From an optimization exercise on the open Yosys and OpenROAD flow, aimed at small area; shortcuts taken in it are not production practice.
In this exercise RTL edits were held to simulation tests only and were not proved equivalent to the original.
No driver is modelled on the clock port, so clock power and skew are understated where the tree is cut down; a real chip needs a root buffer or a tree.
Power is estimated from default activity; no workload was simulated.

job 103:
==> module LiftController, before the edit <==
module LiftController(d_up, d_down, f, p_dir, rfloor, clk, reset);
input  [3:0] d_up;
input  [3:0] d_down;
input  [4:0] f;
output [1:0] p_dir;
input  clk, reset;
output reg [2:0] rfloor;
localparam [3:0] S0 = {2'b10, 2'd2};
reg [3:0] pstate, nstate;
reg [1:0] count;
reg       nz;     
reg       pdir;   
reg       rdir;
reg       idle;   
assign p_dir = {pdir & ~idle, ~(pdir | idle)};
wire none = ~(|f | |d_up | |d_down);
wire [1:0] g = pstate[3:2];
wire [1:0] i = (pstate[1:0] == 2'd0) ? 2'd2 : (pstate[1:0] == 2'd1) ? 2'd3 : (pstate[1:0] == 2'd2) ? 2'd0 : 2'd1;
wire i0 = (i == 2'd0), i1 = (i == 2'd1), i3 = (i == 2'd3);
wire isU  = (g == 2'd0);
wire isD  = (g == 2'd1);
wire isS  = (g == 2'd2);           
wire isS0 = isS & i0;
wire isSk = isS & ~i0;             
wire isS1 = isS & i1;
wire isS2 = isS & (i == 2'd2);
wire isS4 = (g == 2'd3) & i0;
wire isM  = (g == 2'd3) & ~i0;
wire mv   = ~g[1] | isM;
wire atk  = isSk & (rfloor[1:0] == i);    
wire upen = isU & ~i3 | isS0 | atk | isM & pdir & ~i3;
wire [4:1] ge = {upen, upen & (i != 2'd3), upen & ~i[1], upen & i0};
wire dnen = isD & ~i1 | isS4 | atk | isM & ~pdir & ~i1;
wire [3:0] le = {4{dnen}} & {i0, i0 | i3, i0 | i[1], 1'b1};    
wire [4:1] fu = f[4:1] & ge;
wire [4:1] hu_u = {1'b0, d_up[3:1]} & ge;
wire [4:1] hu_d = d_down[3:0] & ge & {1'b1, {3{~mv}}};
wire [4:1] hu = hu_u | hu_d;
reg [2:0] fu_fl, hu_fl; reg hu_rd;
always @* begin
    casez (fu)
    4'b???1: fu_fl = 3'd1;
    4'b??10: fu_fl = 3'd2;
    4'b?100: fu_fl = 3'd3;
    default: fu_fl = 3'd4;
    endcase
    casez (hu)
    4'b???1: begin hu_fl = 3'd1; hu_rd = hu_u[1]; end
    4'b??10: begin hu_fl = 3'd2; hu_rd = hu_u[2]; end
    4'b?100: begin hu_fl = 3'd3; hu_rd = hu_u[3]; end
    default: begin hu_fl = 3'd4; hu_rd = 1'b0; end
    endcase
end
wire fu_hit = |fu;
wire hu_hit = |hu;
wire hfirst = (isS1 & rdir) | (isS2 & ~rdir);
wire s1q = isS1 & ~rdir;
wire hu_en = ~(s1q & |f[4:1]);
wire use_h = hu_en & hu_hit & (hfirst | ~fu_hit);
wire u_hit = fu_hit | (hu_en & hu_hit);
wire [2:0] u_fl = use_h ? hu_fl : fu_fl;
wire u_rd = use_h ? hu_rd : 1'b1;
wire u_pd = ~s1q | use_h;
wire [3:0] fd = f[3:0] & le;
wire [3:0] hd_u = d_up[3:0] & le & {{3{~mv}}, 1'b1};
wire [3:0] hd_d = {d_down[2:0], 1'b0} & le;
wire [3:0] hd = hd_u | hd_d;
reg [2:0] fd_fl, hd_fl; reg hd_rd;
always @* begin
    casez (fd)
    4'b1???: fd_fl = 3'd3;
    4'b01??: fd_fl = 3'd2;
    4'b001?: fd_fl = 3'd1;
    default: fd_fl = 3'd0;
    endcase
    casez (hd)
    4'b1???: begin hd_fl = 3'd3; hd_rd = hd_u[3]; end
    4'b01??: begin hd_fl = 3'd2; hd_rd = hd_u[2]; end
    4'b001?: begin hd_fl = 3'd1; hd_rd = hd_u[1]; end
    default: begin hd_fl = 3'd0; hd_rd = hd_u[0] & ~(isS1 & rdir); end
    endcase
end
wire fd_hit = |fd;
wire d_hit = fd_hit | |hd;
wire [2:0] d_fl = fd_hit ? fd_fl : hd_fl;
wire d_rd = ~fd_hit & hd_rd;
wire sel_u = u_hit & ~(atk & ~rdir & d_hit);
wire sel_d = d_hit & ~(atk & rdir & u_hit);
wire [2:0] rf = sel_u ? u_fl : sel_d ? d_fl : rfloor;
wire rd = sel_u ? u_rd : sel_d ? d_rd : rdir;
wire go = ~none & (isS0 & (u_hit | rfloor != 3'd0) | isS4 & (d_hit | ~rfloor[2]) |
                   isSk & (~atk | u_hit | d_hit));
wire pd = isU | isS0 & (u_hit | rfloor != 3'd0) | pdir & ~isD &
          ~(isS4 & d_hit) & ~(isSk & sel_d) | isSk & sel_u & u_pd;
wire c2 = count[1];
wire [1:0] cnt = ~g[1] ? {count[0], ~(count[0] | count[1])} : count;
wire [3:0] tgt = 4'b0001 << (isU ? i + 2'd1 : i - 2'd1);    
wire arrive = isU & (i3 | |(tgt[3:1] & (f[3:1] | d_up[3:1]))) |
              isD & (i1 | |(tgt[3:1] & (f[3:1] | d_down[2:0])));
wire z = g[1] ? (~isM & ~go) : (nz | ~c2 & arrive);
wire leave = isM | go;
wire up = isS0 | ~isS4 & (isM ? pdir : pd);
wire [3:0] nsl = ~g[1] ? (c2 ? (isU ? {1'b1, ~nz | i3, i + 2'd1} : {1'b1, ~nz & ~i1, i - 2'd1}) : {g, i})
                       : (leave ? {1'b0, ~up, i} : {g, i});
wire [3:0] ns = {nsl[3:2], (nsl[1:0] == 2'd0) ? 2'd2 : (nsl[1:0] == 2'd1) ? 2'd3 : (nsl[1:0] == 2'd2) ? 2'd0 : 2'd1};
always @(posedge clk) begin
    if (reset) begin
        pstate <= S0; nstate <= S0; count <= 2'd0; nz <= 1'b1;
        pdir <= 1'b1; rdir <= 1'b0; rfloor <= 3'd0; idle <= 1'b1;
    end else begin
        pstate <= nstate;
        nstate <= ns; rfloor <= rf; rdir <= rd; count <= cnt; nz <= z; pdir <= pd;
        idle <= none;
    end
end
endmodule
==> flow/config.mk <==
export PLATFORM = sky130hd
export DESIGN_NAME = LiftController
export DESIGN_NICKNAME = LiftController
export VERILOG_FILES = /design/flow/design.v
export SDC_FILE = /design/flow/constraint.sdc
export NUM_CORES = 4
export LEC_CHECK = 0
export CAP_MARGIN = 20
export CORE_AREA = 2.3 2.72 77.74 76.16
export DIE_AREA = 0 0 80 80
export GPL_TIMING_DRIVEN = 0
export SLEW_MARGIN = 20
==> flow/constraint.sdc <==
create_clock -name core_clock -period 5.0 [get_ports {clk}]
set_input_delay 1.0000 -clock core_clock [delete_from_list [all_inputs] [get_ports {clk}]]
set_output_delay 1.0000 -clock core_clock [all_outputs]
set_load 0.01 [all_outputs]
standard.sh (not shown) runs the stock make flow with config.mk's settings and CLKGATE_MAP_FILE= SYNTH_SCRIPT=/design/flow/synth_recipe.tcl, a recipe that flattens the netlist after the stock synthesis.
==> flow/flow/run.sh <==
#!/bin/bash
# Standard synthesis, then a stronger area re-optimisation of its combinational logic
# (every flip-flop kept as it is), then the standard layout with small port buffers
# and a single clock buffer. Each tool's output goes to its own log file here.
set -euo pipefail
R=orfs/results/${FLOW_PLATFORM}/LiftController/base
YOSYS=$FLOW_HOME/../tools/install/yosys/bin/yosys
[[ -x $YOSYS ]] || YOSYS=yosys
LIB=$FLOW_HOME/platforms/${FLOW_PLATFORM}/lib/sky130_fd_sc_hd__tt_025C_1v80.lib

bash standard.sh synth > synth.log 2>&1
cp $R/1_2_yosys.v std_yosys.v

# several seeds of the same re-optimisation, four at a time; keep the smallest
SEEDS="1 2 3 4 5 6 7 8 9 10 11 12"
for s in $SEEDS; do
  sed "s/@SEED@/$s/" flow/deep.abc > deep_$s.abc
  REOPT_LIB=$LIB REOPT_DONTUSE=flow/dontuse.txt REOPT_IN=std_yosys.v REOPT_SCRIPT=deep_$s.abc \
  REOPT_OUT=reopt_$s.v REOPT_STAT=reopt_stat_$s.txt $YOSYS -c flow/reopt.tcl > reopt_$s.log 2>&1 &
  if (( s % 4 == 0 )); then wait; fi
done
wait
best=""; barea=""
for s in $SEEDS; do
  a=$(grep -i "chip area" reopt_stat_$s.txt | awk '{print $NF}') || continue
  [[ -n "$a" ]] || continue
  if [[ -z "$barea" ]] || awk "BEGIN{exit !($a < $barea)}"; then best=$s; barea=$a; fi
done
echo "seed $best area $barea" > reopt_choice.txt
if [[ -n "$best" ]]; then
  cp reopt_$best.v $R/1_2_yosys.v
  rm -f $R/1_synth.odb $R/1_synth.sdc
  bash standard.sh synth > synth_odb.log 2>&1
fi

# small port buffers; one clock buffer for all flip-flops instead of an H-tree
BUFFER_PORTS_ARGS="-buffer_cell sky130_fd_sc_hd__buf_1" PRE_CTS_TCL=$(pwd)/flow/one_clkbuf.tcl \
  bash standard.sh > layout.log 2>&1
Other scripts of this flow, unchanged in this note and not shown: flow/flow/deep.abc, flow/flow/dontuse.txt, flow/flow/one_clkbuf.tcl, flow/flow/reopt.tcl
> inputs changed (job 103 -> job 104)
-- flow/design.v --
<<< job 103, line 6
input  clk, reset;
output reg [2:0] rfloor;
localparam [3:0] S0 = {2'b10, 2'd2};
reg [3:0] pstate, nstate;
reg [1:0] count;
>>> job 104, line 6
input  clk, reset;
output reg [2:0] rfloor;
localparam [3:0] S0 = {2'b10, 2'd0};
reg [3:0] pstate, nstate;
reg [1:0] count;
<<< job 103, line 16
wire none = ~(|f | |d_up | |d_down);
wire [1:0] g = pstate[3:2];
wire [1:0] i = (pstate[1:0] == 2'd0) ? 2'd2 : (pstate[1:0] == 2'd1) ? 2'd3 : (pstate[1:0] == 2'd2) ? 2'd0 : 2'd1;
wire i0 = (i == 2'd0), i1 = (i == 2'd1), i3 = (i == 2'd3);
wire isU  = (g == 2'd0);
>>> job 104, line 16
wire none = ~(|f | |d_up | |d_down);
wire [1:0] g = pstate[3:2];
wire [1:0] i = (pstate[1:0] == 2'd0) ? 2'd0 : (pstate[1:0] == 2'd1) ? 2'd2 : (pstate[1:0] == 2'd2) ? 2'd1 : 2'd3;
wire i0 = (i == 2'd0), i1 = (i == 2'd1), i3 = (i == 2'd3);
wire isU  = (g == 2'd0);
<<< job 103, line 103
wire [3:0] nsl = ~g[1] ? (c2 ? (isU ? {1'b1, ~nz | i3, i + 2'd1} : {1'b1, ~nz & ~i1, i - 2'd1}) : {g, i})
                       : (leave ? {1'b0, ~up, i} : {g, i});
wire [3:0] ns = {nsl[3:2], (nsl[1:0] == 2'd0) ? 2'd2 : (nsl[1:0] == 2'd1) ? 2'd3 : (nsl[1:0] == 2'd2) ? 2'd0 : 2'd1};
always @(posedge clk) begin
    if (reset) begin
>>> job 104, line 103
wire [3:0] nsl = ~g[1] ? (c2 ? (isU ? {1'b1, ~nz | i3, i + 2'd1} : {1'b1, ~nz & ~i1, i - 2'd1}) : {g, i})
                       : (leave ? {1'b0, ~up, i} : {g, i});
wire [3:0] ns = {nsl[3:2], (nsl[1:0] == 2'd0) ? 2'd0 : (nsl[1:0] == 2'd1) ? 2'd2 : (nsl[1:0] == 2'd2) ? 2'd1 : 2'd3};
always @(posedge clk) begin
    if (reset) begin
==> run notes <==
Taking job 103 as the reference, in job 104 final cell count higher; total power divided by cell area lower.
Compared with job 103, job 104 shows a final weighted congestion in routability-driven placement that is 1.0% lower.
Diff job 104 and job 103: clock power lower in job 104
Job 104 vs job 103: clock network fraction of total power down
Measured against each other, job 104 and job 103 differ in via count, the lower figure coming from job 103.
No run of this note takes its clock network from TritonCTS; it comes from the design's own scripts or RTL.

[re-timing with driven ports]
The results above use ideal ports. As a check the final layouts listed here were re-extracted and re-timed, cells and wires unchanged.
Step 1, drivers: a clkbuf_16 drives clk and a buf_2 each remaining input, both assumed.
Step 2 moves the port delays by t, midway between the first and last clock arrival at a register: inputs arrive t later, outputs are due t later. That takes back most of the time a late clock gives input paths.
a / b / c = no drivers / after step 1 / after step 2; a / b = the first two.
| run | t (ns) | setup slack, ns | slew at the worst register clock pin (ns) | cell pins on the clock port's net |
|---|---|---|---|---|
| job 103 | 0.184 | 0.972 / 0.972 / 0.972 | 0.11 / 0.11 | 1 |
| job 104 | 0.179 | 1.381 / 1.381 / 1.282 | 0.10 / 0.10 | 1 |
After both steps setup and hold are still met in every run listed. For job 104, which loses most, drivers alone change the setup slack by 0.000 ns; drivers and shift together by -0.099 ns.
